Background: an optimization exercise with open tools, aiming at small area and a short achievable clock period. Do not read the settings as production practice.
No functional check of the RTL was part of this run.

**flow/run.sh**
```bash
#!/bin/bash
# synth_recipe.tcl (not shown) runs the flow's synth.tcl, then flattens the netlist and writes it again
# the make line also repeats each setting of config.mk as NAME=value (left out here)
make -C /OpenROAD-flow-scripts/flow DESIGN_CONFIG=/design/flow/config.mk WORK_HOME=/design/flow/orfs CLKGATE_MAP_FILE= SYNTH_SCRIPT=/design/flow/synth_recipe.tcl finish
```
**flow/config.mk**
```make
export PLATFORM = sky130hd
export DESIGN_NAME = Parameterized_ALU
export DESIGN_NICKNAME = Parameterized_ALU
export VERILOG_FILES = /design/flow/design.v
export SDC_FILE = /design/flow/constraint.sdc
export NUM_CORES = 4
export LEC_CHECK = 0
export ABC_AREA = 1
export CAP_MARGIN = 20
export CORE_MARGIN = 2
export CORE_UTILIZATION = 40
export SLEW_MARGIN = 20
```
**flow/constraint.sdc**
```tcl
create_clock -name core_clock -period 35.0 [get_ports {clk}]
set_input_delay 7.0000 -clock core_clock [delete_from_list [all_inputs] [get_ports {clk}]]
set_output_delay 7.0000 -clock core_clock [all_outputs]
set_load 0.01 [all_outputs]
```
**flow/design.v**
```verilog
`timescale 1ns / 1ps
module Parameterized_ALU#(parameter N = 16)(
    input clk,
    input [N-1:0] A,
    input [N-1:0] B,
    input [3:0] ALU_Func,
    output reg [N-1:0] ALU_out,
    output reg Carry,
    output  Arith,
    output  Shift,
    output  CMP,
    output  Logic
    );
    wire sub = ALU_Func[0] | ALU_Func[3];
    wire [15:0] bx = B ^ {16{sub}};
    wire [16:0] c;
    wire [15:0] s;
    assign c[0] = sub;
    genvar i;
    generate for (i = 0; i < 16; i = i + 1) begin : add
      assign s[i] = A[i] ^ bx[i] ^ c[i];
      assign c[i+1] = (A[i] & bx[i]) | (c[i] & (A[i] ^ bx[i]));
    end endgenerate
    wire lt = ~c[16];             
    wire eq = ~|(A ^ B);
    wire gt = ~lt & ~eq;
    wire [15:0] prod, quo;
    alu_mul u_mul(.A(A), .B(B), .P(prod));
    alu_div u_div(.A(A), .B(B), .Q(quo));
    always @(posedge clk) begin
        Carry <= 1'b0;
        case (ALU_Func)
            4'b0000: {Carry, ALU_out} <= {c[16], s};
            4'b0001: {Carry, ALU_out} <= {lt, s};
            4'b0010: ALU_out <= prod;
            4'b0011: ALU_out <= quo;
            4'b0100: ALU_out <= A & B;
            4'b0101: ALU_out <= A | B;
            4'b0110: ALU_out <= ~(A & B);
            4'b0111: ALU_out <= ~(A | B);
            4'b1000: ALU_out <= A ^ B;
            4'b1001: ALU_out <= ~(A ^ B);
            4'b1010: ALU_out <= {15'b0, eq};
            4'b1011: ALU_out <= {14'b0, gt, 1'b0};
            4'b1100: ALU_out <= {14'b0, lt, lt};
            4'b1101: ALU_out <= {1'b0, A[15:1]};
            4'b1110: ALU_out <= {A[14:0], 1'b0};
            default: ALU_out <= 16'b0;
        endcase
    end
    assign Arith = (ALU_Func[3:2] == 2'b00);
    assign Logic = (ALU_Func[3:2] == 2'b01) || (ALU_Func == 4'b1000) || (ALU_Func == 4'b1001);
    assign CMP   = (ALU_Func == 4'b1010) || (ALU_Func == 4'b1011) || (ALU_Func == 4'b1100);
    assign Shift = (ALU_Func == 4'b1101) || (ALU_Func == 4'b1110);
endmodule
module alu_mul(input [15:0] A, input [15:0] B, output [15:0] P);
  wire [15:0] acc [0:15];
  assign acc[0] = A & {16{B[0]}};
  genvar i, j;
  generate for (i = 1; i < 16; i = i + 1) begin : row
    wire [15:0] pp = (A & {16{B[i]}}) << i;
    wire [16:0] c;
    assign c[i] = 1'b0;
    assign acc[i][i-1:0] = acc[i-1][i-1:0];
    for (j = i; j < 16; j = j + 1) begin : col
      wire x = acc[i-1][j], y = pp[j];
      assign acc[i][j] = x ^ y ^ c[j];
      assign c[j+1] = (x & y) | (c[j] & (x ^ y));
    end
  end endgenerate
  assign P = acc[15];
endmodule
module alu_div(input [15:0] A, input [15:0] B, output [15:0] Q);
  wire [15:0] nB = ~B;
  wire [16:0] hiz;
  assign hiz[16] = 1'b1;
  assign hiz[15] = hiz[16] & nB[15];
  assign hiz[14] = hiz[15] & nB[14];
  assign hiz[13] = hiz[14] & nB[13];
  assign hiz[12] = hiz[13] & nB[12];
  assign hiz[11] = hiz[12] & nB[11];
  assign hiz[10] = hiz[11] & nB[10];
  assign hiz[9] = hiz[10] & nB[9];
  assign hiz[8] = hiz[9] & nB[8];
  assign hiz[7] = hiz[8] & nB[7];
  assign hiz[6] = hiz[7] & nB[6];
  assign hiz[5] = hiz[6] & nB[5];
  assign hiz[4] = hiz[5] & nB[4];
  assign hiz[3] = hiz[4] & nB[3];
  assign hiz[2] = hiz[3] & nB[2];
  assign hiz[1] = hiz[2] & nB[1];
  wire [0:0] s1_t, s1_d, s1_r, s1_g, s1_p;
  assign s1_t = A[15];
  assign s1_g = ~s1_t & B[0:0];
  assign s1_p = ~(s1_t ^ B[0:0]);
  wire [1:0] s1_c; assign s1_c[0] = 1'b0;
  assign s1_c[1] = s1_g[0];
  assign s1_d = s1_t ^ B[0:0] ^ s1_c[0:0];
  assign Q[15] = hiz[1] & ~s1_c[1];
  assign s1_r = Q[15] ? s1_d : s1_t;
  wire [1:0] s2_t, s2_d, s2_r, s2_g, s2_p;
  assign s2_t = {s1_r, A[14]};
  assign s2_g = ~s2_t & B[1:0];
  assign s2_p = ~(s2_t ^ B[1:0]);
  wire [2:0] s2_c; assign s2_c[0] = 1'b0;
  wire s2_n1_g = s2_g[1] | (s2_p[1] & s2_g[0]);
  wire s2_n1_p = s2_p[1] & s2_p[0];
  assign s2_c[1] = s2_g[0];
  assign s2_c[2] = s2_n1_g;
  assign s2_d = s2_t ^ B[1:0] ^ s2_c[1:0];
  assign Q[14] = hiz[2] & ~s2_c[2];
  assign s2_r = Q[14] ? s2_d : s2_t;
  wire [2:0] s3_t, s3_d, s3_r, s3_g, s3_p;
  assign s3_t = {s2_r, A[13]};
  assign s3_g = ~s3_t & B[2:0];
  assign s3_p = ~(s3_t ^ B[2:0]);
  wire [3:0] s3_c; assign s3_c[0] = 1'b0;
  wire s3_n1_g = s3_g[1] | (s3_p[1] & s3_g[0]);
  wire s3_n1_p = s3_p[1] & s3_p[0];
  wire s3_n2_g = s3_g[2] | (s3_p[2] & s3_n1_g);
  wire s3_n2_p = s3_p[2] & s3_n1_p;
  assign s3_c[1] = s3_g[0];
  assign s3_c[2] = s3_n1_g;
  assign s3_c[3] = s3_n2_g;
  assign s3_d = s3_t ^ B[2:0] ^ s3_c[2:0];
  assign Q[13] = hiz[3] & ~s3_c[3];
  assign s3_r = Q[13] ? s3_d : s3_t;
  wire [3:0] s4_t, s4_d, s4_r, s4_g, s4_p;
  assign s4_t = {s3_r, A[12]};
  assign s4_g = ~s4_t & B[3:0];
  assign s4_p = ~(s4_t ^ B[3:0]);
  wire [4:0] s4_c; assign s4_c[0] = 1'b0;
  wire s4_n1_g = s4_g[1] | (s4_p[1] & s4_g[0]);
  wire s4_n1_p = s4_p[1] & s4_p[0];
  wire s4_n2_g = s4_g[3] | (s4_p[3] & s4_g[2]);
  wire s4_n2_p = s4_p[3] & s4_p[2];
  wire s4_n3_g = s4_g[2] | (s4_p[2] & s4_n1_g);
  wire s4_n3_p = s4_p[2] & s4_n1_p;
  wire s4_n4_g = s4_n2_g | (s4_n2_p & s4_n1_g);
  wire s4_n4_p = s4_n2_p & s4_n1_p;
  assign s4_c[1] = s4_g[0];
  assign s4_c[2] = s4_n1_g;
  assign s4_c[3] = s4_n3_g;
  assign s4_c[4] = s4_n4_g;
  assign s4_d = s4_t ^ B[3:0] ^ s4_c[3:0];
  assign Q[12] = hiz[4] & ~s4_c[4];
  assign s4_r = Q[12] ? s4_d : s4_t;
  wire [4:0] s5_t, s5_d, s5_r, s5_g, s5_p;
  assign s5_t = {s4_r, A[11]};
  assign s5_g = ~s5_t & B[4:0];
  assign s5_p = ~(s5_t ^ B[4:0]);
  wire [5:0] s5_c; assign s5_c[0] = 1'b0;
  wire s5_n1_g = s5_g[1] | (s5_p[1] & s5_g[0]);
  wire s5_n1_p = s5_p[1] & s5_p[0];
  wire s5_n2_g = s5_g[3] | (s5_p[3] & s5_g[2]);
  wire s5_n2_p = s5_p[3] & s5_p[2];
  wire s5_n3_g = s5_g[2] | (s5_p[2] & s5_n1_g);
  wire s5_n3_p = s5_p[2] & s5_n1_p;
  wire s5_n4_g = s5_n2_g | (s5_n2_p & s5_n1_g);
  wire s5_n4_p = s5_n2_p & s5_n1_p;
  wire s5_n5_g = s5_g[4] | (s5_p[4] & s5_n4_g);
  wire s5_n5_p = s5_p[4] & s5_n4_p;
  assign s5_c[1] = s5_g[0];
  assign s5_c[2] = s5_n1_g;
  assign s5_c[3] = s5_n3_g;
  assign s5_c[4] = s5_n4_g;
  assign s5_c[5] = s5_n5_g;
  assign s5_d = s5_t ^ B[4:0] ^ s5_c[4:0];
  assign Q[11] = hiz[5] & ~s5_c[5];
  assign s5_r = Q[11] ? s5_d : s5_t;
  wire [5:0] s6_t, s6_d, s6_r, s6_g, s6_p;
  assign s6_t = {s5_r, A[10]};
  assign s6_g = ~s6_t & B[5:0];
  assign s6_p = ~(s6_t ^ B[5:0]);
  wire [6:0] s6_c; assign s6_c[0] = 1'b0;
  wire s6_n1_g = s6_g[1] | (s6_p[1] & s6_g[0]);
  wire s6_n1_p = s6_p[1] & s6_p[0];
  wire s6_n2_g = s6_g[3] | (s6_p[3] & s6_g[2]);
  wire s6_n2_p = s6_p[3] & s6_p[2];
  wire s6_n3_g = s6_g[5] | (s6_p[5] & s6_g[4]);
  wire s6_n3_p = s6_p[5] & s6_p[4];
  wire s6_n4_g = s6_g[2] | (s6_p[2] & s6_n1_g);
  wire s6_n4_p = s6_p[2] & s6_n1_p;
  wire s6_n5_g = s6_n2_g | (s6_n2_p & s6_n1_g);
  wire s6_n5_p = s6_n2_p & s6_n1_p;
  wire s6_n6_g = s6_g[4] | (s6_p[4] & s6_n5_g);
  wire s6_n6_p = s6_p[4] & s6_n5_p;
  wire s6_n7_g = s6_n3_g | (s6_n3_p & s6_n5_g);
  wire s6_n7_p = s6_n3_p & s6_n5_p;
  assign s6_c[1] = s6_g[0];
  assign s6_c[2] = s6_n1_g;
  assign s6_c[3] = s6_n4_g;
  assign s6_c[4] = s6_n5_g;
  assign s6_c[5] = s6_n6_g;
  assign s6_c[6] = s6_n7_g;
  assign s6_d = s6_t ^ B[5:0] ^ s6_c[5:0];
  assign Q[10] = hiz[6] & ~s6_c[6];
  assign s6_r = Q[10] ? s6_d : s6_t;
  wire [6:0] s7_t, s7_d, s7_r, s7_g, s7_p;
  assign s7_t = {s6_r, A[9]};
  assign s7_g = ~s7_t & B[6:0];
  assign s7_p = ~(s7_t ^ B[6:0]);
  wire [7:0] s7_c; assign s7_c[0] = 1'b0;
  wire s7_n1_g = s7_g[1] | (s7_p[1] & s7_g[0]);
  wire s7_n1_p = s7_p[1] & s7_p[0];
  wire s7_n2_g = s7_g[3] | (s7_p[3] & s7_g[2]);
  wire s7_n2_p = s7_p[3] & s7_p[2];
  wire s7_n3_g = s7_g[5] | (s7_p[5] & s7_g[4]);
  wire s7_n3_p = s7_p[5] & s7_p[4];
  wire s7_n4_g = s7_g[2] | (s7_p[2] & s7_n1_g);
  wire s7_n4_p = s7_p[2] & s7_n1_p;
  wire s7_n5_g = s7_n2_g | (s7_n2_p & s7_n1_g);
  wire s7_n5_p = s7_n2_p & s7_n1_p;
  wire s7_n6_g = s7_g[6] | (s7_p[6] & s7_n3_g);
  wire s7_n6_p = s7_p[6] & s7_n3_p;
  wire s7_n7_g = s7_g[4] | (s7_p[4] & s7_n5_g);
  wire s7_n7_p = s7_p[4] & s7_n5_p;
  wire s7_n8_g = s7_n3_g | (s7_n3_p & s7_n5_g);
  wire s7_n8_p = s7_n3_p & s7_n5_p;
  wire s7_n9_g = s7_n6_g | (s7_n6_p & s7_n5_g);
  wire s7_n9_p = s7_n6_p & s7_n5_p;
  assign s7_c[1] = s7_g[0];
  assign s7_c[2] = s7_n1_g;
  assign s7_c[3] = s7_n4_g;
  assign s7_c[4] = s7_n5_g;
  assign s7_c[5] = s7_n7_g;
  assign s7_c[6] = s7_n8_g;
  assign s7_c[7] = s7_n9_g;
  assign s7_d = s7_t ^ B[6:0] ^ s7_c[6:0];
  assign Q[9] = hiz[7] & ~s7_c[7];
  assign s7_r = Q[9] ? s7_d : s7_t;
  wire [7:0] s8_t, s8_d, s8_r, s8_g, s8_p;
  assign s8_t = {s7_r, A[8]};
  assign s8_g = ~s8_t & B[7:0];
  assign s8_p = ~(s8_t ^ B[7:0]);
  wire [8:0] s8_c; assign s8_c[0] = 1'b0;
  wire s8_n1_g = s8_g[1] | (s8_p[1] & s8_g[0]);
  wire s8_n1_p = s8_p[1] & s8_p[0];
  wire s8_n2_g = s8_g[3] | (s8_p[3] & s8_g[2]);
  wire s8_n2_p = s8_p[3] & s8_p[2];
  wire s8_n3_g = s8_g[5] | (s8_p[5] & s8_g[4]);
  wire s8_n3_p = s8_p[5] & s8_p[4];
  wire s8_n4_g = s8_g[7] | (s8_p[7] & s8_g[6]);
  wire s8_n4_p = s8_p[7] & s8_p[6];
  wire s8_n5_g = s8_g[2] | (s8_p[2] & s8_n1_g);
  wire s8_n5_p = s8_p[2] & s8_n1_p;
  wire s8_n6_g = s8_n2_g | (s8_n2_p & s8_n1_g);
  wire s8_n6_p = s8_n2_p & s8_n1_p;
  wire s8_n7_g = s8_g[6] | (s8_p[6] & s8_n3_g);
  wire s8_n7_p = s8_p[6] & s8_n3_p;
  wire s8_n8_g = s8_n4_g | (s8_n4_p & s8_n3_g);
  wire s8_n8_p = s8_n4_p & s8_n3_p;
  wire s8_n9_g = s8_g[4] | (s8_p[4] & s8_n6_g);
  wire s8_n9_p = s8_p[4] & s8_n6_p;
  wire s8_n10_g = s8_n3_g | (s8_n3_p & s8_n6_g);
  wire s8_n10_p = s8_n3_p & s8_n6_p;
  wire s8_n11_g = s8_n7_g | (s8_n7_p & s8_n6_g);
  wire s8_n11_p = s8_n7_p & s8_n6_p;
  wire s8_n12_g = s8_n8_g | (s8_n8_p & s8_n6_g);
  wire s8_n12_p = s8_n8_p & s8_n6_p;
  assign s8_c[1] = s8_g[0];
  assign s8_c[2] = s8_n1_g;
  assign s8_c[3] = s8_n5_g;
  assign s8_c[4] = s8_n6_g;
  assign s8_c[5] = s8_n9_g;
  assign s8_c[6] = s8_n10_g;
  assign s8_c[7] = s8_n11_g;
  assign s8_c[8] = s8_n12_g;
  assign s8_d = s8_t ^ B[7:0] ^ s8_c[7:0];
  assign Q[8] = hiz[8] & ~s8_c[8];
  assign s8_r = Q[8] ? s8_d : s8_t;
  wire [8:0] s9_t, s9_d, s9_r, s9_g, s9_p;
  assign s9_t = {s8_r, A[7]};
  assign s9_g = ~s9_t & B[8:0];
  assign s9_p = ~(s9_t ^ B[8:0]);
  wire [9:0] s9_c; assign s9_c[0] = 1'b0;
  wire s9_n1_g = s9_g[1] | (s9_p[1] & s9_g[0]);
  wire s9_n1_p = s9_p[1] & s9_p[0];
  wire s9_n2_g = s9_g[3] | (s9_p[3] & s9_g[2]);
  wire s9_n2_p = s9_p[3] & s9_p[2];
  wire s9_n3_g = s9_g[5] | (s9_p[5] & s9_g[4]);
  wire s9_n3_p = s9_p[5] & s9_p[4];
  wire s9_n4_g = s9_g[7] | (s9_p[7] & s9_g[6]);
  wire s9_n4_p = s9_p[7] & s9_p[6];
  wire s9_n5_g = s9_g[2] | (s9_p[2] & s9_n1_g);
  wire s9_n5_p = s9_p[2] & s9_n1_p;
  wire s9_n6_g = s9_n2_g | (s9_n2_p & s9_n1_g);
  wire s9_n6_p = s9_n2_p & s9_n1_p;
  wire s9_n7_g = s9_g[6] | (s9_p[6] & s9_n3_g);
  wire s9_n7_p = s9_p[6] & s9_n3_p;
  wire s9_n8_g = s9_n4_g | (s9_n4_p & s9_n3_g);
  wire s9_n8_p = s9_n4_p & s9_n3_p;
  wire s9_n9_g = s9_g[4] | (s9_p[4] & s9_n6_g);
  wire s9_n9_p = s9_p[4] & s9_n6_p;
  wire s9_n10_g = s9_n3_g | (s9_n3_p & s9_n6_g);
  wire s9_n10_p = s9_n3_p & s9_n6_p;
  wire s9_n11_g = s9_n7_g | (s9_n7_p & s9_n6_g);
  wire s9_n11_p = s9_n7_p & s9_n6_p;
  wire s9_n12_g = s9_n8_g | (s9_n8_p & s9_n6_g);
  wire s9_n12_p = s9_n8_p & s9_n6_p;
  wire s9_n13_g = s9_g[8] | (s9_p[8] & s9_n12_g);
  wire s9_n13_p = s9_p[8] & s9_n12_p;
  assign s9_c[1] = s9_g[0];
  assign s9_c[2] = s9_n1_g;
  assign s9_c[3] = s9_n5_g;
  assign s9_c[4] = s9_n6_g;
  assign s9_c[5] = s9_n9_g;
  assign s9_c[6] = s9_n10_g;
  assign s9_c[7] = s9_n11_g;
  assign s9_c[8] = s9_n12_g;
  assign s9_c[9] = s9_n13_g;
  assign s9_d = s9_t ^ B[8:0] ^ s9_c[8:0];
  assign Q[7] = hiz[9] & ~s9_c[9];
  assign s9_r = Q[7] ? s9_d : s9_t;
  wire [9:0] s10_t, s10_d, s10_r, s10_g, s10_p;
  assign s10_t = {s9_r, A[6]};
  assign s10_g = ~s10_t & B[9:0];
  assign s10_p = ~(s10_t ^ B[9:0]);
  wire [10:0] s10_c; assign s10_c[0] = 1'b0;
  wire s10_n1_g = s10_g[1] | (s10_p[1] & s10_g[0]);
  wire s10_n1_p = s10_p[1] & s10_p[0];
  wire s10_n2_g = s10_g[3] | (s10_p[3] & s10_g[2]);
  wire s10_n2_p = s10_p[3] & s10_p[2];
  wire s10_n3_g = s10_g[5] | (s10_p[5] & s10_g[4]);
  wire s10_n3_p = s10_p[5] & s10_p[4];
  wire s10_n4_g = s10_g[7] | (s10_p[7] & s10_g[6]);
  wire s10_n4_p = s10_p[7] & s10_p[6];
  wire s10_n5_g = s10_g[9] | (s10_p[9] & s10_g[8]);
  wire s10_n5_p = s10_p[9] & s10_p[8];
  wire s10_n6_g = s10_g[2] | (s10_p[2] & s10_n1_g);
  wire s10_n6_p = s10_p[2] & s10_n1_p;
  wire s10_n7_g = s10_n2_g | (s10_n2_p & s10_n1_g);
  wire s10_n7_p = s10_n2_p & s10_n1_p;
  wire s10_n8_g = s10_g[6] | (s10_p[6] & s10_n3_g);
  wire s10_n8_p = s10_p[6] & s10_n3_p;
  wire s10_n9_g = s10_n4_g | (s10_n4_p & s10_n3_g);
  wire s10_n9_p = s10_n4_p & s10_n3_p;
  wire s10_n10_g = s10_g[4] | (s10_p[4] & s10_n7_g);
  wire s10_n10_p = s10_p[4] & s10_n7_p;
  wire s10_n11_g = s10_n3_g | (s10_n3_p & s10_n7_g);
  wire s10_n11_p = s10_n3_p & s10_n7_p;
  wire s10_n12_g = s10_n8_g | (s10_n8_p & s10_n7_g);
  wire s10_n12_p = s10_n8_p & s10_n7_p;
  wire s10_n13_g = s10_n9_g | (s10_n9_p & s10_n7_g);
  wire s10_n13_p = s10_n9_p & s10_n7_p;
  wire s10_n14_g = s10_g[8] | (s10_p[8] & s10_n13_g);
  wire s10_n14_p = s10_p[8] & s10_n13_p;
  wire s10_n15_g = s10_n5_g | (s10_n5_p & s10_n13_g);
  wire s10_n15_p = s10_n5_p & s10_n13_p;
  assign s10_c[1] = s10_g[0];
  assign s10_c[2] = s10_n1_g;
  assign s10_c[3] = s10_n6_g;
  assign s10_c[4] = s10_n7_g;
  assign s10_c[5] = s10_n10_g;
  assign s10_c[6] = s10_n11_g;
  assign s10_c[7] = s10_n12_g;
  assign s10_c[8] = s10_n13_g;
  assign s10_c[9] = s10_n14_g;
  assign s10_c[10] = s10_n15_g;
  assign s10_d = s10_t ^ B[9:0] ^ s10_c[9:0];
  assign Q[6] = hiz[10] & ~s10_c[10];
  assign s10_r = Q[6] ? s10_d : s10_t;
  wire [10:0] s11_t, s11_d, s11_r, s11_g, s11_p;
  assign s11_t = {s10_r, A[5]};
  assign s11_g = ~s11_t & B[10:0];
  assign s11_p = ~(s11_t ^ B[10:0]);
  wire [11:0] s11_c; assign s11_c[0] = 1'b0;
  wire s11_n1_g = s11_g[1] | (s11_p[1] & s11_g[0]);
  wire s11_n1_p = s11_p[1] & s11_p[0];
  wire s11_n2_g = s11_g[3] | (s11_p[3] & s11_g[2]);
  wire s11_n2_p = s11_p[3] & s11_p[2];
  wire s11_n3_g = s11_g[5] | (s11_p[5] & s11_g[4]);
  wire s11_n3_p = s11_p[5] & s11_p[4];
  wire s11_n4_g = s11_g[7] | (s11_p[7] & s11_g[6]);
  wire s11_n4_p = s11_p[7] & s11_p[6];
  wire s11_n5_g = s11_g[9] | (s11_p[9] & s11_g[8]);
  wire s11_n5_p = s11_p[9] & s11_p[8];
  wire s11_n6_g = s11_g[2] | (s11_p[2] & s11_n1_g);
  wire s11_n6_p = s11_p[2] & s11_n1_p;
  wire s11_n7_g = s11_n2_g | (s11_n2_p & s11_n1_g);
  wire s11_n7_p = s11_n2_p & s11_n1_p;
  wire s11_n8_g = s11_g[6] | (s11_p[6] & s11_n3_g);
  wire s11_n8_p = s11_p[6] & s11_n3_p;
  wire s11_n9_g = s11_n4_g | (s11_n4_p & s11_n3_g);
  wire s11_n9_p = s11_n4_p & s11_n3_p;
  wire s11_n10_g = s11_g[10] | (s11_p[10] & s11_n5_g);
  wire s11_n10_p = s11_p[10] & s11_n5_p;
  wire s11_n11_g = s11_g[4] | (s11_p[4] & s11_n7_g);
  wire s11_n11_p = s11_p[4] & s11_n7_p;
  wire s11_n12_g = s11_n3_g | (s11_n3_p & s11_n7_g);
  wire s11_n12_p = s11_n3_p & s11_n7_p;
  wire s11_n13_g = s11_n8_g | (s11_n8_p & s11_n7_g);
  wire s11_n13_p = s11_n8_p & s11_n7_p;
  wire s11_n14_g = s11_n9_g | (s11_n9_p & s11_n7_g);
  wire s11_n14_p = s11_n9_p & s11_n7_p;
  wire s11_n15_g = s11_g[8] | (s11_p[8] & s11_n14_g);
  wire s11_n15_p = s11_p[8] & s11_n14_p;
  wire s11_n16_g = s11_n5_g | (s11_n5_p & s11_n14_g);
  wire s11_n16_p = s11_n5_p & s11_n14_p;
  wire s11_n17_g = s11_n10_g | (s11_n10_p & s11_n14_g);
  wire s11_n17_p = s11_n10_p & s11_n14_p;
  assign s11_c[1] = s11_g[0];
  assign s11_c[2] = s11_n1_g;
  assign s11_c[3] = s11_n6_g;
  assign s11_c[4] = s11_n7_g;
  assign s11_c[5] = s11_n11_g;
  assign s11_c[6] = s11_n12_g;
  assign s11_c[7] = s11_n13_g;
  assign s11_c[8] = s11_n14_g;
  assign s11_c[9] = s11_n15_g;
  assign s11_c[10] = s11_n16_g;
  assign s11_c[11] = s11_n17_g;
  assign s11_d = s11_t ^ B[10:0] ^ s11_c[10:0];
  assign Q[5] = hiz[11] & ~s11_c[11];
  assign s11_r = Q[5] ? s11_d : s11_t;
  wire [11:0] s12_t, s12_d, s12_r, s12_g, s12_p;
  assign s12_t = {s11_r, A[4]};
  assign s12_g = ~s12_t & B[11:0];
  assign s12_p = ~(s12_t ^ B[11:0]);
  wire [12:0] s12_c; assign s12_c[0] = 1'b0;
  wire s12_n1_g = s12_g[1] | (s12_p[1] & s12_g[0]);
  wire s12_n1_p = s12_p[1] & s12_p[0];
  wire s12_n2_g = s12_g[3] | (s12_p[3] & s12_g[2]);
  wire s12_n2_p = s12_p[3] & s12_p[2];
  wire s12_n3_g = s12_g[5] | (s12_p[5] & s12_g[4]);
  wire s12_n3_p = s12_p[5] & s12_p[4];
  wire s12_n4_g = s12_g[7] | (s12_p[7] & s12_g[6]);
  wire s12_n4_p = s12_p[7] & s12_p[6];
  wire s12_n5_g = s12_g[9] | (s12_p[9] & s12_g[8]);
  wire s12_n5_p = s12_p[9] & s12_p[8];
  wire s12_n6_g = s12_g[11] | (s12_p[11] & s12_g[10]);
  wire s12_n6_p = s12_p[11] & s12_p[10];
  wire s12_n7_g = s12_g[2] | (s12_p[2] & s12_n1_g);
  wire s12_n7_p = s12_p[2] & s12_n1_p;
  wire s12_n8_g = s12_n2_g | (s12_n2_p & s12_n1_g);
  wire s12_n8_p = s12_n2_p & s12_n1_p;
  wire s12_n9_g = s12_g[6] | (s12_p[6] & s12_n3_g);
  wire s12_n9_p = s12_p[6] & s12_n3_p;
  wire s12_n10_g = s12_n4_g | (s12_n4_p & s12_n3_g);
  wire s12_n10_p = s12_n4_p & s12_n3_p;
  wire s12_n11_g = s12_g[10] | (s12_p[10] & s12_n5_g);
  wire s12_n11_p = s12_p[10] & s12_n5_p;
  wire s12_n12_g = s12_n6_g | (s12_n6_p & s12_n5_g);
  wire s12_n12_p = s12_n6_p & s12_n5_p;
  wire s12_n13_g = s12_g[4] | (s12_p[4] & s12_n8_g);
  wire s12_n13_p = s12_p[4] & s12_n8_p;
  wire s12_n14_g = s12_n3_g | (s12_n3_p & s12_n8_g);
  wire s12_n14_p = s12_n3_p & s12_n8_p;
  wire s12_n15_g = s12_n9_g | (s12_n9_p & s12_n8_g);
  wire s12_n15_p = s12_n9_p & s12_n8_p;
  wire s12_n16_g = s12_n10_g | (s12_n10_p & s12_n8_g);
  wire s12_n16_p = s12_n10_p & s12_n8_p;
  wire s12_n17_g = s12_g[8] | (s12_p[8] & s12_n16_g);
  wire s12_n17_p = s12_p[8] & s12_n16_p;
  wire s12_n18_g = s12_n5_g | (s12_n5_p & s12_n16_g);
  wire s12_n18_p = s12_n5_p & s12_n16_p;
  wire s12_n19_g = s12_n11_g | (s12_n11_p & s12_n16_g);
  wire s12_n19_p = s12_n11_p & s12_n16_p;
  wire s12_n20_g = s12_n12_g | (s12_n12_p & s12_n16_g);
  wire s12_n20_p = s12_n12_p & s12_n16_p;
  assign s12_c[1] = s12_g[0];
  assign s12_c[2] = s12_n1_g;
  assign s12_c[3] = s12_n7_g;
  assign s12_c[4] = s12_n8_g;
  assign s12_c[5] = s12_n13_g;
  assign s12_c[6] = s12_n14_g;
  assign s12_c[7] = s12_n15_g;
  assign s12_c[8] = s12_n16_g;
  assign s12_c[9] = s12_n17_g;
  assign s12_c[10] = s12_n18_g;
  assign s12_c[11] = s12_n19_g;
  assign s12_c[12] = s12_n20_g;
  assign s12_d = s12_t ^ B[11:0] ^ s12_c[11:0];
  assign Q[4] = hiz[12] & ~s12_c[12];
  assign s12_r = Q[4] ? s12_d : s12_t;
  wire [12:0] s13_t, s13_d, s13_r, s13_g, s13_p;
  assign s13_t = {s12_r, A[3]};
  assign s13_g = ~s13_t & B[12:0];
  assign s13_p = ~(s13_t ^ B[12:0]);
  wire [13:0] s13_c; assign s13_c[0] = 1'b0;
  wire s13_n1_g = s13_g[1] | (s13_p[1] & s13_g[0]);
  wire s13_n1_p = s13_p[1] & s13_p[0];
  wire s13_n2_g = s13_g[3] | (s13_p[3] & s13_g[2]);
  wire s13_n2_p = s13_p[3] & s13_p[2];
  wire s13_n3_g = s13_g[5] | (s13_p[5] & s13_g[4]);
  wire s13_n3_p = s13_p[5] & s13_p[4];
  wire s13_n4_g = s13_g[7] | (s13_p[7] & s13_g[6]);
  wire s13_n4_p = s13_p[7] & s13_p[6];
  wire s13_n5_g = s13_g[9] | (s13_p[9] & s13_g[8]);
  wire s13_n5_p = s13_p[9] & s13_p[8];
  wire s13_n6_g = s13_g[11] | (s13_p[11] & s13_g[10]);
  wire s13_n6_p = s13_p[11] & s13_p[10];
  wire s13_n7_g = s13_g[2] | (s13_p[2] & s13_n1_g);
  wire s13_n7_p = s13_p[2] & s13_n1_p;
  wire s13_n8_g = s13_n2_g | (s13_n2_p & s13_n1_g);
  wire s13_n8_p = s13_n2_p & s13_n1_p;
  wire s13_n9_g = s13_g[6] | (s13_p[6] & s13_n3_g);
  wire s13_n9_p = s13_p[6] & s13_n3_p;
  wire s13_n10_g = s13_n4_g | (s13_n4_p & s13_n3_g);
  wire s13_n10_p = s13_n4_p & s13_n3_p;
  wire s13_n11_g = s13_g[10] | (s13_p[10] & s13_n5_g);
  wire s13_n11_p = s13_p[10] & s13_n5_p;
  wire s13_n12_g = s13_n6_g | (s13_n6_p & s13_n5_g);
  wire s13_n12_p = s13_n6_p & s13_n5_p;
  wire s13_n13_g = s13_g[4] | (s13_p[4] & s13_n8_g);
  wire s13_n13_p = s13_p[4] & s13_n8_p;
  wire s13_n14_g = s13_n3_g | (s13_n3_p & s13_n8_g);
  wire s13_n14_p = s13_n3_p & s13_n8_p;
  wire s13_n15_g = s13_n9_g | (s13_n9_p & s13_n8_g);
  wire s13_n15_p = s13_n9_p & s13_n8_p;
  wire s13_n16_g = s13_n10_g | (s13_n10_p & s13_n8_g);
  wire s13_n16_p = s13_n10_p & s13_n8_p;
  wire s13_n17_g = s13_g[12] | (s13_p[12] & s13_n12_g);
  wire s13_n17_p = s13_p[12] & s13_n12_p;
  wire s13_n18_g = s13_g[8] | (s13_p[8] & s13_n16_g);
  wire s13_n18_p = s13_p[8] & s13_n16_p;
  wire s13_n19_g = s13_n5_g | (s13_n5_p & s13_n16_g);
  wire s13_n19_p = s13_n5_p & s13_n16_p;
  wire s13_n20_g = s13_n11_g | (s13_n11_p & s13_n16_g);
  wire s13_n20_p = s13_n11_p & s13_n16_p;
  wire s13_n21_g = s13_n12_g | (s13_n12_p & s13_n16_g);
  wire s13_n21_p = s13_n12_p & s13_n16_p;
  wire s13_n22_g = s13_n17_g | (s13_n17_p & s13_n16_g);
  wire s13_n22_p = s13_n17_p & s13_n16_p;
  assign s13_c[1] = s13_g[0];
  assign s13_c[2] = s13_n1_g;
  assign s13_c[3] = s13_n7_g;
  assign s13_c[4] = s13_n8_g;
  assign s13_c[5] = s13_n13_g;
  assign s13_c[6] = s13_n14_g;
  assign s13_c[7] = s13_n15_g;
  assign s13_c[8] = s13_n16_g;
  assign s13_c[9] = s13_n18_g;
  assign s13_c[10] = s13_n19_g;
  assign s13_c[11] = s13_n20_g;
  assign s13_c[12] = s13_n21_g;
  assign s13_c[13] = s13_n22_g;
  assign s13_d = s13_t ^ B[12:0] ^ s13_c[12:0];
  assign Q[3] = hiz[13] & ~s13_c[13];
  assign s13_r = Q[3] ? s13_d : s13_t;
  wire [13:0] s14_t, s14_d, s14_r, s14_g, s14_p;
  assign s14_t = {s13_r, A[2]};
  assign s14_g = ~s14_t & B[13:0];
  assign s14_p = ~(s14_t ^ B[13:0]);
  wire [14:0] s14_c; assign s14_c[0] = 1'b0;
  wire s14_n1_g = s14_g[1] | (s14_p[1] & s14_g[0]);
  wire s14_n1_p = s14_p[1] & s14_p[0];
  wire s14_n2_g = s14_g[3] | (s14_p[3] & s14_g[2]);
  wire s14_n2_p = s14_p[3] & s14_p[2];
  wire s14_n3_g = s14_g[5] | (s14_p[5] & s14_g[4]);
  wire s14_n3_p = s14_p[5] & s14_p[4];
  wire s14_n4_g = s14_g[7] | (s14_p[7] & s14_g[6]);
  wire s14_n4_p = s14_p[7] & s14_p[6];
  wire s14_n5_g = s14_g[9] | (s14_p[9] & s14_g[8]);
  wire s14_n5_p = s14_p[9] & s14_p[8];
  wire s14_n6_g = s14_g[11] | (s14_p[11] & s14_g[10]);
  wire s14_n6_p = s14_p[11] & s14_p[10];
  wire s14_n7_g = s14_g[13] | (s14_p[13] & s14_g[12]);
  wire s14_n7_p = s14_p[13] & s14_p[12];
  wire s14_n8_g = s14_g[2] | (s14_p[2] & s14_n1_g);
  wire s14_n8_p = s14_p[2] & s14_n1_p;
  wire s14_n9_g = s14_n2_g | (s14_n2_p & s14_n1_g);
  wire s14_n9_p = s14_n2_p & s14_n1_p;
  wire s14_n10_g = s14_g[6] | (s14_p[6] & s14_n3_g);
  wire s14_n10_p = s14_p[6] & s14_n3_p;
  wire s14_n11_g = s14_n4_g | (s14_n4_p & s14_n3_g);
  wire s14_n11_p = s14_n4_p & s14_n3_p;
  wire s14_n12_g = s14_g[10] | (s14_p[10] & s14_n5_g);
  wire s14_n12_p = s14_p[10] & s14_n5_p;
  wire s14_n13_g = s14_n6_g | (s14_n6_p & s14_n5_g);
  wire s14_n13_p = s14_n6_p & s14_n5_p;
  wire s14_n14_g = s14_g[4] | (s14_p[4] & s14_n9_g);
  wire s14_n14_p = s14_p[4] & s14_n9_p;
  wire s14_n15_g = s14_n3_g | (s14_n3_p & s14_n9_g);
  wire s14_n15_p = s14_n3_p & s14_n9_p;
  wire s14_n16_g = s14_n10_g | (s14_n10_p & s14_n9_g);
  wire s14_n16_p = s14_n10_p & s14_n9_p;
  wire s14_n17_g = s14_n11_g | (s14_n11_p & s14_n9_g);
  wire s14_n17_p = s14_n11_p & s14_n9_p;
  wire s14_n18_g = s14_g[12] | (s14_p[12] & s14_n13_g);
  wire s14_n18_p = s14_p[12] & s14_n13_p;
  wire s14_n19_g = s14_n7_g | (s14_n7_p & s14_n13_g);
  wire s14_n19_p = s14_n7_p & s14_n13_p;
  wire s14_n20_g = s14_g[8] | (s14_p[8] & s14_n17_g);
  wire s14_n20_p = s14_p[8] & s14_n17_p;
  wire s14_n21_g = s14_n5_g | (s14_n5_p & s14_n17_g);
  wire s14_n21_p = s14_n5_p & s14_n17_p;
  wire s14_n22_g = s14_n12_g | (s14_n12_p & s14_n17_g);
  wire s14_n22_p = s14_n12_p & s14_n17_p;
  wire s14_n23_g = s14_n13_g | (s14_n13_p & s14_n17_g);
  wire s14_n23_p = s14_n13_p & s14_n17_p;
  wire s14_n24_g = s14_n18_g | (s14_n18_p & s14_n17_g);
  wire s14_n24_p = s14_n18_p & s14_n17_p;
  wire s14_n25_g = s14_n19_g | (s14_n19_p & s14_n17_g);
  wire s14_n25_p = s14_n19_p & s14_n17_p;
  assign s14_c[1] = s14_g[0];
  assign s14_c[2] = s14_n1_g;
  assign s14_c[3] = s14_n8_g;
  assign s14_c[4] = s14_n9_g;
  assign s14_c[5] = s14_n14_g;
  assign s14_c[6] = s14_n15_g;
  assign s14_c[7] = s14_n16_g;
  assign s14_c[8] = s14_n17_g;
  assign s14_c[9] = s14_n20_g;
  assign s14_c[10] = s14_n21_g;
  assign s14_c[11] = s14_n22_g;
  assign s14_c[12] = s14_n23_g;
  assign s14_c[13] = s14_n24_g;
  assign s14_c[14] = s14_n25_g;
  assign s14_d = s14_t ^ B[13:0] ^ s14_c[13:0];
  assign Q[2] = hiz[14] & ~s14_c[14];
  assign s14_r = Q[2] ? s14_d : s14_t;
  wire [14:0] s15_t, s15_d, s15_r, s15_g, s15_p;
  assign s15_t = {s14_r, A[1]};
  assign s15_g = ~s15_t & B[14:0];
  assign s15_p = ~(s15_t ^ B[14:0]);
  wire [15:0] s15_c; assign s15_c[0] = 1'b0;
  wire s15_n1_g = s15_g[1] | (s15_p[1] & s15_g[0]);
  wire s15_n1_p = s15_p[1] & s15_p[0];
  wire s15_n2_g = s15_g[3] | (s15_p[3] & s15_g[2]);
  wire s15_n2_p = s15_p[3] & s15_p[2];
  wire s15_n3_g = s15_g[5] | (s15_p[5] & s15_g[4]);
  wire s15_n3_p = s15_p[5] & s15_p[4];
  wire s15_n4_g = s15_g[7] | (s15_p[7] & s15_g[6]);
  wire s15_n4_p = s15_p[7] & s15_p[6];
  wire s15_n5_g = s15_g[9] | (s15_p[9] & s15_g[8]);
  wire s15_n5_p = s15_p[9] & s15_p[8];
  wire s15_n6_g = s15_g[11] | (s15_p[11] & s15_g[10]);
  wire s15_n6_p = s15_p[11] & s15_p[10];
  wire s15_n7_g = s15_g[13] | (s15_p[13] & s15_g[12]);
  wire s15_n7_p = s15_p[13] & s15_p[12];
  wire s15_n8_g = s15_g[2] | (s15_p[2] & s15_n1_g);
  wire s15_n8_p = s15_p[2] & s15_n1_p;
  wire s15_n9_g = s15_n2_g | (s15_n2_p & s15_n1_g);
  wire s15_n9_p = s15_n2_p & s15_n1_p;
  wire s15_n10_g = s15_g[6] | (s15_p[6] & s15_n3_g);
  wire s15_n10_p = s15_p[6] & s15_n3_p;
  wire s15_n11_g = s15_n4_g | (s15_n4_p & s15_n3_g);
  wire s15_n11_p = s15_n4_p & s15_n3_p;
  wire s15_n12_g = s15_g[10] | (s15_p[10] & s15_n5_g);
  wire s15_n12_p = s15_p[10] & s15_n5_p;
  wire s15_n13_g = s15_n6_g | (s15_n6_p & s15_n5_g);
  wire s15_n13_p = s15_n6_p & s15_n5_p;
  wire s15_n14_g = s15_g[14] | (s15_p[14] & s15_n7_g);
  wire s15_n14_p = s15_p[14] & s15_n7_p;
  wire s15_n15_g = s15_g[4] | (s15_p[4] & s15_n9_g);
  wire s15_n15_p = s15_p[4] & s15_n9_p;
  wire s15_n16_g = s15_n3_g | (s15_n3_p & s15_n9_g);
  wire s15_n16_p = s15_n3_p & s15_n9_p;
  wire s15_n17_g = s15_n10_g | (s15_n10_p & s15_n9_g);
  wire s15_n17_p = s15_n10_p & s15_n9_p;
  wire s15_n18_g = s15_n11_g | (s15_n11_p & s15_n9_g);
  wire s15_n18_p = s15_n11_p & s15_n9_p;
  wire s15_n19_g = s15_g[12] | (s15_p[12] & s15_n13_g);
  wire s15_n19_p = s15_p[12] & s15_n13_p;
  wire s15_n20_g = s15_n7_g | (s15_n7_p & s15_n13_g);
  wire s15_n20_p = s15_n7_p & s15_n13_p;
  wire s15_n21_g = s15_n14_g | (s15_n14_p & s15_n13_g);
  wire s15_n21_p = s15_n14_p & s15_n13_p;
  wire s15_n22_g = s15_g[8] | (s15_p[8] & s15_n18_g);
  wire s15_n22_p = s15_p[8] & s15_n18_p;
  wire s15_n23_g = s15_n5_g | (s15_n5_p & s15_n18_g);
  wire s15_n23_p = s15_n5_p & s15_n18_p;
  wire s15_n24_g = s15_n12_g | (s15_n12_p & s15_n18_g);
  wire s15_n24_p = s15_n12_p & s15_n18_p;
  wire s15_n25_g = s15_n13_g | (s15_n13_p & s15_n18_g);
  wire s15_n25_p = s15_n13_p & s15_n18_p;
  wire s15_n26_g = s15_n19_g | (s15_n19_p & s15_n18_g);
  wire s15_n26_p = s15_n19_p & s15_n18_p;
  wire s15_n27_g = s15_n20_g | (s15_n20_p & s15_n18_g);
  wire s15_n27_p = s15_n20_p & s15_n18_p;
  wire s15_n28_g = s15_n21_g | (s15_n21_p & s15_n18_g);
  wire s15_n28_p = s15_n21_p & s15_n18_p;
  assign s15_c[1] = s15_g[0];
  assign s15_c[2] = s15_n1_g;
  assign s15_c[3] = s15_n8_g;
  assign s15_c[4] = s15_n9_g;
  assign s15_c[5] = s15_n15_g;
  assign s15_c[6] = s15_n16_g;
  assign s15_c[7] = s15_n17_g;
  assign s15_c[8] = s15_n18_g;
  assign s15_c[9] = s15_n22_g;
  assign s15_c[10] = s15_n23_g;
  assign s15_c[11] = s15_n24_g;
  assign s15_c[12] = s15_n25_g;
  assign s15_c[13] = s15_n26_g;
  assign s15_c[14] = s15_n27_g;
  assign s15_c[15] = s15_n28_g;
  assign s15_d = s15_t ^ B[14:0] ^ s15_c[14:0];
  assign Q[1] = hiz[15] & ~s15_c[15];
  assign s15_r = Q[1] ? s15_d : s15_t;
  wire [15:0] s16_t, s16_d, s16_r, s16_g, s16_p;
  assign s16_t = {s15_r, A[0]};
  assign s16_g = ~s16_t & B[15:0];
  assign s16_p = ~(s16_t ^ B[15:0]);
  wire [16:0] s16_c; assign s16_c[0] = 1'b0;
  wire s16_n1_g = s16_g[1] | (s16_p[1] & s16_g[0]);
  wire s16_n1_p = s16_p[1] & s16_p[0];
  wire s16_n2_g = s16_g[3] | (s16_p[3] & s16_g[2]);
  wire s16_n2_p = s16_p[3] & s16_p[2];
  wire s16_n3_g = s16_g[5] | (s16_p[5] & s16_g[4]);
  wire s16_n3_p = s16_p[5] & s16_p[4];
  wire s16_n4_g = s16_g[7] | (s16_p[7] & s16_g[6]);
  wire s16_n4_p = s16_p[7] & s16_p[6];
  wire s16_n5_g = s16_g[9] | (s16_p[9] & s16_g[8]);
  wire s16_n5_p = s16_p[9] & s16_p[8];
  wire s16_n6_g = s16_g[11] | (s16_p[11] & s16_g[10]);
  wire s16_n6_p = s16_p[11] & s16_p[10];
  wire s16_n7_g = s16_g[13] | (s16_p[13] & s16_g[12]);
  wire s16_n7_p = s16_p[13] & s16_p[12];
  wire s16_n8_g = s16_g[15] | (s16_p[15] & s16_g[14]);
  wire s16_n8_p = s16_p[15] & s16_p[14];
  wire s16_n9_g = s16_g[2] | (s16_p[2] & s16_n1_g);
  wire s16_n9_p = s16_p[2] & s16_n1_p;
  wire s16_n10_g = s16_n2_g | (s16_n2_p & s16_n1_g);
  wire s16_n10_p = s16_n2_p & s16_n1_p;
  wire s16_n11_g = s16_g[6] | (s16_p[6] & s16_n3_g);
  wire s16_n11_p = s16_p[6] & s16_n3_p;
  wire s16_n12_g = s16_n4_g | (s16_n4_p & s16_n3_g);
  wire s16_n12_p = s16_n4_p & s16_n3_p;
  wire s16_n13_g = s16_g[10] | (s16_p[10] & s16_n5_g);
  wire s16_n13_p = s16_p[10] & s16_n5_p;
  wire s16_n14_g = s16_n6_g | (s16_n6_p & s16_n5_g);
  wire s16_n14_p = s16_n6_p & s16_n5_p;
  wire s16_n15_g = s16_g[14] | (s16_p[14] & s16_n7_g);
  wire s16_n15_p = s16_p[14] & s16_n7_p;
  wire s16_n16_g = s16_n8_g | (s16_n8_p & s16_n7_g);
  wire s16_n16_p = s16_n8_p & s16_n7_p;
  wire s16_n17_g = s16_g[4] | (s16_p[4] & s16_n10_g);
  wire s16_n17_p = s16_p[4] & s16_n10_p;
  wire s16_n18_g = s16_n3_g | (s16_n3_p & s16_n10_g);
  wire s16_n18_p = s16_n3_p & s16_n10_p;
  wire s16_n19_g = s16_n11_g | (s16_n11_p & s16_n10_g);
  wire s16_n19_p = s16_n11_p & s16_n10_p;
  wire s16_n20_g = s16_n12_g | (s16_n12_p & s16_n10_g);
  wire s16_n20_p = s16_n12_p & s16_n10_p;
  wire s16_n21_g = s16_g[12] | (s16_p[12] & s16_n14_g);
  wire s16_n21_p = s16_p[12] & s16_n14_p;
  wire s16_n22_g = s16_n7_g | (s16_n7_p & s16_n14_g);
  wire s16_n22_p = s16_n7_p & s16_n14_p;
  wire s16_n23_g = s16_n15_g | (s16_n15_p & s16_n14_g);
  wire s16_n23_p = s16_n15_p & s16_n14_p;
  wire s16_n24_g = s16_n16_g | (s16_n16_p & s16_n14_g);
  wire s16_n24_p = s16_n16_p & s16_n14_p;
  wire s16_n25_g = s16_g[8] | (s16_p[8] & s16_n20_g);
  wire s16_n25_p = s16_p[8] & s16_n20_p;
  wire s16_n26_g = s16_n5_g | (s16_n5_p & s16_n20_g);
  wire s16_n26_p = s16_n5_p & s16_n20_p;
  wire s16_n27_g = s16_n13_g | (s16_n13_p & s16_n20_g);
  wire s16_n27_p = s16_n13_p & s16_n20_p;
  wire s16_n28_g = s16_n14_g | (s16_n14_p & s16_n20_g);
  wire s16_n28_p = s16_n14_p & s16_n20_p;
  wire s16_n29_g = s16_n21_g | (s16_n21_p & s16_n20_g);
  wire s16_n29_p = s16_n21_p & s16_n20_p;
  wire s16_n30_g = s16_n22_g | (s16_n22_p & s16_n20_g);
  wire s16_n30_p = s16_n22_p & s16_n20_p;
  wire s16_n31_g = s16_n23_g | (s16_n23_p & s16_n20_g);
  wire s16_n31_p = s16_n23_p & s16_n20_p;
  wire s16_n32_g = s16_n24_g | (s16_n24_p & s16_n20_g);
  wire s16_n32_p = s16_n24_p & s16_n20_p;
  assign s16_c[1] = s16_g[0];
  assign s16_c[2] = s16_n1_g;
  assign s16_c[3] = s16_n9_g;
  assign s16_c[4] = s16_n10_g;
  assign s16_c[5] = s16_n17_g;
  assign s16_c[6] = s16_n18_g;
  assign s16_c[7] = s16_n19_g;
  assign s16_c[8] = s16_n20_g;
  assign s16_c[9] = s16_n25_g;
  assign s16_c[10] = s16_n26_g;
  assign s16_c[11] = s16_n27_g;
  assign s16_c[12] = s16_n28_g;
  assign s16_c[13] = s16_n29_g;
  assign s16_c[14] = s16_n30_g;
  assign s16_c[15] = s16_n31_g;
  assign s16_c[16] = s16_n32_g;
  assign s16_d = s16_t ^ B[15:0] ^ s16_c[15:0];
  assign Q[0] = hiz[16] & ~s16_c[16];
  assign s16_r = Q[0] ? s16_d : s16_t;
endmodule
```
==> run summary <==
[critical path: cells and delay by family]
kind                     cells  cell delay, ps
AO/OA/AOI/OAI               57            8720
adder cells (fa/ha/maj)     18            6490
AND/OR/NAND/NOR             71            7500
buffers and inverters       24            3170
[area by class of cell]
| cell class | count | area [sq um] | area share (%) |
|---|---|---|---|
| Inverter | 275 | 1050 | 7.98 |
| Timing Repair Buffer | 104 | 918 | 6.99 |
| Tap cell | 384 | 480 | 3.66 |
| Multi-Input combinational cell | 1215 | 10300 | 78.2 |
| Sequential cell | 17 | 340 | 2.59 |
| Clock buffer | 4 | 78.8 | 0.600 |
[logic make-up after synthesis]
family,count (synthesis),share of synthesized area [%]
adders and majority gates,331,45.0
muxes,5,0.427
buffers and inverters,321,10.6
AOI/OAI and AO/OA,231,12.7
and+or+nand+nor,549,21.0
xor gates and xnor gates,98,7.33
DFF,17,2.91
[Yosys cell counts (3+ instances only)]
cell / n / area [sq um]
nor3_1: 3 / 15.0
o2111ai_1: 9 / 78.8
nand3_1: 47 / 235
nand3b_1: 3 / 22.5
o221ai_1: 6 / 52.6
fa_1: 151 / 3020
a221oi_1: 10 / 87.6
nand2_2: 25 / 156
nor4_1: 10 / 62.6
o21ai_1: 35 / 175
a21oi_1: 45 / 225
xor2_1: 58 / 508
or2_2: 13 / 81.3
inv_1: 259 / 972
buf_2: 4 / 20.0
o21ai_0: 48 / 240
mux2i_1: 5 / 50.1
o21ai_2: 18 / 158
clkbuf_1: 34 / 128
inv_2: 14 / 52.6
and2_1: 11 / 68.8
a21oi_2: 4 / 35.0
buf_4: 7 / 52.6
dfxtp_1: 17 / 340
a211oi_1: 10 / 75.1
nand2_1: 353 / 1330
ha_1: 180 / 2250
nor2_1: 55 / 206
xnor2_1: 40 / 350
nand3_2: 9 / 90.1
nand4_1: 7 / 43.8
o21a_1: 3 / 22.5
o22ai_1: 11 / 68.8
a31oi_1: 3 / 18.8
a2111oi_0: 8 / 70.1
o211ai_1: 4 / 30.0
a21o_1: 9 / 67.6
[how the worst max path moves through the flow]
| stage | slack (ps) | to | cells after the start | from |
|---|---|---|---|---|
| global route | -40 | ALU_out[0] | 170 | B[15] |
| global placement | 450 | ALU_out[0] | 169 | B[15] |
| floorplan | 4030 | ALU_out[0] | 165 | B[8] |
| detailed placement | -610 | ALU_out[0] | 171 | B[15] |
| CTS | 20 | ALU_out[0] | 171 | B[15] |
| finish | 2220 | ALU_out[0] | 170 | B[11] |
[layer usage]
layer	vias to the layer above	track usage, %	wire length [um]
li1	5094	-	-
met1	5085	33.6	16900
met2	344	40.1	16500
met3	64	4.66	2690
met4	0	5.49	1160
met5	-	0	0
[registers in the layout (all words and copies together), names as in the netlist]
register / flops
ALU_out: 16
Carry: 1
[through the flow]
step	area, sq um	setup slack [ps]	util, %
2_1_floorplan	11700	4030	-
3_3_place_gp	12800	451	44.6
3_5_place_dp	12800	-609	44.6
4_1_cts	12900	17.8	45.0
5_1_grt	13100	-38.2	45.6
6_report	13100	2220	45.6
[timing repair]
item                                   4_1_cts  5_1_grt
pin swaps                                    0        4
gates cloned                                 0        1
resized for setup                            4       34
setup buffers                                3        7
setup endpoints to repair                    1        2
endpoints found under the hold margin        0        0
==> flow_metrics.tcl <==
set metrics [dict create \
    status "complete, no violations" \
    grt_overflow 0 \
    dieArea_sq_um 30700 \
    maxCapViolations 0 \
    rows 62 \
    hold_end "ALU_out[15]" \
    drc 0 \
    die_height_um 175 \
    seq_area_frac_synth_pct 2.91 \
    antenna_left 0 \
    track_usage_pct 24.6 \
    ctsHoldBuffers 0 \
    cts_made_buffers 3 \
    nNetsFinal 1984 \
    clock.fmax_mhz 30.5 \
    tightestPinTransition_ps 891 \
    fill_cells 2965 \
    initial_core_util_pct 40.7 \
    drtIter0Drc 892 \
    period_share_pct 93.7 \
    critPathSlowestCell "clkdlybuf4s50_1" \
    setup_tns_ps 0 \
    final_common_cell "nand2_1" \
    cts_tree "yes" \
    synth_fp_nets 1920 \
    async_flop_share_pct 0 \
    path_clk_slew_ps 60 \
    core_area_sq_um 28800 \
    cts_sinks 17 \
    antenna_found_initial 1 \
    crit_path_end_kind "flip-flop" \
    arrival_ps 32960 \
    startpoint_type "input pin" \
    min_period_ps 32780 \
    n_antenna_cell 0 \
    whs_ps 7420 \
    final-setup-viol-count 0 \
    synth_cells 1552 \
    areaGrowthSynthToFinish_pct 12.1 \
    pin_count 58 \
    clockRootBuffer "clkbuf_16" \
    hold_start "B[2]" \
    vias 10600 \
    cts_max_level 1 \
    cts_buffer_depth 2 \
    stdcell_count 1999 \
    die_w_um 175 \
    cp_max_fo 21 \
    gp_congestion 0.979 \
    hpwl_um 29600 \
    required_ps 35180 \
    synthDistinctLibCells 54 \
    syn_area_sq_um 11700 \
    drt_first_pass_iters 5 \
    worstHoldPathType "in -> reg" \
    grt_pass1_wl_um 58700 \
    holdPathStages 5 \
    postSynthRegisterBits 17 \
    via_per_inst 5.30 \
    max_stage_delay_ps 520 \
    wirelength_um 37200 \
    drive_gt1_share_pct 10.5 \
    placedCellCount 1984 \
    final-max-slew-violation-count 0 \
    crit_top_cell "nand2_1" \
    hold_violations 0 \
    layout_common_cells "351 x nand2_1, 257 x inv_1, 180 x ha_1" \
    synth-warning-count 2 \
    grt_max_degree 37 \
    synth_flop_cell "dfxtp_1" \
    crit_type "in -> reg" \
    synth_edf_count 0 \
    wire_per_inst_um 18.6 \
    slew_headroom_pct 40.4 \
    grt_pass1_vias 10700 \
    syn_area_per_cell_sq_um 7.55 \
    numPortBuffers 57 \
]

what the ideal ports hide:
No port has a modelled driver above. Below, the same layout with a new extraction and two added sets of constraints.
Step 1 (the two cells are an assumption about what drives the block):
set clk [get_ports {clk}]
set_driving_cell -lib_cell sky130_fd_sc_hd__clkbuf_16 $clk
set_driving_cell -lib_cell sky130_fd_sc_hd__buf_2 [delete_from_list [all_inputs] $clk]
Step 2 times the ports against the registers' clock, not the clock port: input delays grow and output delays shrink by t, the midpoint of the rising clock arrivals with the driver on.
a / b / c = ideal / step 1 / step 2; a / b = the first two.
t, ns: 0.300
slack for setup (ns): 2.216 / 2.237 / 1.936
worst setup path at the end: input to register
clock arrival spread, ns: 0.005 / 0.005
After both steps this run still meets setup and hold. For this run, drivers alone change the setup slack by +0.021 ns; drivers and shift together by -0.280 ns.
